Context: an optimization exercise on an open-source flow, tuned for small area. The choices shown serve that exercise and are no tape-out recipe.
In this exercise RTL edits were held to simulation tests only and were not proved equivalent to the original.

==> 01-24 <==
## filter
module filter #(
    parameter DATA_WIDTH = 16
)
(
    input                               clk,
    input                               rst_n,
    input   signed [DATA_WIDTH-1:0]     FilterIn,
    input                               ValidIn,
    output      signed [32:0]           data_out,
    output                              ValidOut
);
export LEC_CHECK = 0
export CAP_MARGIN = 20
export CORE_MARGIN = 2
export CORE_UTILIZATION = 65
export CTS_CLUSTER_DIAMETER = 100
export CTS_CLUSTER_SIZE = 26
export GPL_TIMING_DRIVEN = 0
export SLEW_MARGIN = 20
export SYNTH_HIERARCHICAL = 1
export SYNTH_MINIMUM_KEEP_SIZE = 0
create_clock -name core_clock -period 14.0 [get_ports {clk}]
standard.sh (not shown) runs the stock make flow with config.mk's settings and CLKGATE_MAP_FILE= SYNTH_SCRIPT=/design/flow/synth_recipe.tcl, a recipe that flattens the netlist after the stock synthesis.
==> flow/flow/run.sh <==
#!/bin/bash
export BUFFER_PORTS_ARGS="-buffer_cell sky130_fd_sc_hd__buf_1"
export PRE_GLOBAL_PLACE_TCL="$PWD/flow/pre_gpl.tcl"
export CTS_ARGS="-sink_clustering_enable -repair_clock_nets -sink_clustering_size 18 -sink_clustering_max_diameter 90 -buf_list sky130_fd_sc_hd__clkbuf_8 -dont_use_dummy_load"
bash standard.sh > standard.log 2>&1
==> flow/flow/pre_gpl.tcl <==
remove_buffers
==> 09-16: changes against 01-24 <==
==> flow/flow/run.sh (replaced) <==
#!/bin/bash
export BUFFER_PORTS_ARGS="-buffer_cell sky130_fd_sc_hd__buf_1"
export PRE_GLOBAL_PLACE_TCL="$PWD/flow/pre_gpl.tcl"
export CTS_ARGS="-sink_clustering_enable -repair_clock_nets -sink_clustering_size 26 -sink_clustering_max_diameter 100 -dont_use_dummy_load"
bash standard.sh > standard.log 2>&1
- CAP_MARGIN: 20 -> 5
- SLEW_MARGIN: 20 -> 5
==> notes <==
- Between 09-16 and 01-24, the lower global-route usage is in 09-16 (gap 0.10 points).
- Clock skew is about the same in 01-24 and 09-16.
- 01-24 completed without violations. 09-16 went through all stages and came out clean.

* * *

==> inputs of 06-12 <==
filter, a different RTL version from the one above (not shown whole).
export LEC_CHECK = 0
export ABC_AREA = 1
export CAP_MARGIN = 5
export CORE_MARGIN = 2
export CORE_UTILIZATION = 65
export GPL_TIMING_DRIVEN = 0
export SLEW_MARGIN = 5
export SYNTH_HIERARCHICAL = 1
export SYNTH_MINIMUM_KEEP_SIZE = 0
create_clock -name core_clock -period 14.0 [get_ports {clk}]
==> flow/flow/run.sh <==
#!/bin/bash
export BUFFER_PORTS_ARGS="-buffer_cell sky130_fd_sc_hd__buf_1"
export PRE_GLOBAL_PLACE_TCL="$PWD/flow/pre_gpl.tcl"
export CTS_ARGS="-sink_clustering_enable -repair_clock_nets -sink_clustering_size 28 -sink_clustering_max_diameter 110 -buf_list sky130_fd_sc_hd__clkbuf_16 -dont_use_dummy_load"
bash standard.sh > standard.log 2>&1
Scripts as last shown in full above: flow/flow/pre_gpl.tcl
==> 07-15: changes against 06-12 <==
==> flow/flow/run.sh (replaced) <==
#!/bin/bash
export BUFFER_PORTS_ARGS="-buffer_cell sky130_fd_sc_hd__buf_1"
export PRE_GLOBAL_PLACE_TCL="$PWD/flow/pre_gpl.tcl"
export CTS_ARGS="-sink_clustering_enable -repair_clock_nets -sink_clustering_size 18 -sink_clustering_max_diameter 90 -buf_list sky130_fd_sc_hd__clkbuf_8 -dont_use_dummy_load"
bash standard.sh > standard.log 2>&1
==> comparison table <==
metric                                                                                    07-15                       06-12
Worst-Margin Slew                                                                      0.685 ns                    0.684 ns
Status                                                                  complete, no violations     complete, no violations
Fraction of area in multi-input gates                                                     0.628                       0.625
Share of final-layout standard cells stronger than drive strength 1                      0.0190                      0.0150
Final design area excluding fillers                                                 21200 sq um                 21300 sq um
Share of final layout cell area taken by non-clock buffers                               0.0134                      0.0133
Layout area overhead                                                                      4.11%                       4.59%
Clock buffer count                                                                           22                          16
All-Layer GR Usage                                                                        0.294                       0.292
Met3 Track Usage GR                                                                      0.0722                      0.0631
Vias after detailed routing                                                               10263                       10226
Share of final layout cell area taken by clock buffers and inverters                     0.0143                      0.0188
Final worst setup slack                                                                0.691 ns                    0.561 ns
Register fraction of the total cell area                                                  0.291                       0.290
Met1 capacity usage during global routing                                                 0.475                       0.478
Post-layout instance count excluding filler cells                                          1870                        1864
Post-route met1 wirelength                                                             20500 um                    20800 um
Buffer type at the clock tree root                                    sky130_fd_sc_hd__clkbuf_8  sky130_fd_sc_hd__clkbuf_16
Hold endpoint                                                                    d2[15]$_DFF_P_               d5[0]$_DFF_P_

-- static timing again, ports no longer ideal --
The flow's constraints put no driver on any port. The routed layouts listed below were extracted and timed again, unchanged, in two steps.
Step 1 (the two cells are an assumption about what drives the block):
set clk [get_ports {clk}]
set_driving_cell -lib_cell sky130_fd_sc_hd__clkbuf_16 $clk
set_driving_cell -lib_cell sky130_fd_sc_hd__buf_2 [delete_from_list [all_inputs] $clk]
Step 2 moves the port delays by t, midway between the first and last clock arrival at a register: inputs arrive t later, outputs are due t later. That takes back most of the time a late clock gives input paths.
Three values: no drivers, after step 1, after step 2; two values: the first two.
| run | t, ns | setup slack, ns | worst setup path at the end | worst data-port slew with drivers (ns) |
|---|---|---|---|---|
| 01-24 | 0.617 | 0.755 / 0.787 / 0.169 | input to register | 0.03 |
| 09-16 | 0.550 | 0.559 / 0.594 / 0.044 | input to register | 0.03 |
| 06-12 | 0.546 | 0.561 / 0.595 / 0.049 | input to register | 0.03 |
| 07-15 | 0.617 | 0.691 / 0.721 / 0.104 | input to register | 0.03 |
After both steps setup and hold are still met in every run listed. The setup slack of 07-15, which loses most, moves by +0.030 ns with the drivers and by -0.587 ns with both steps.
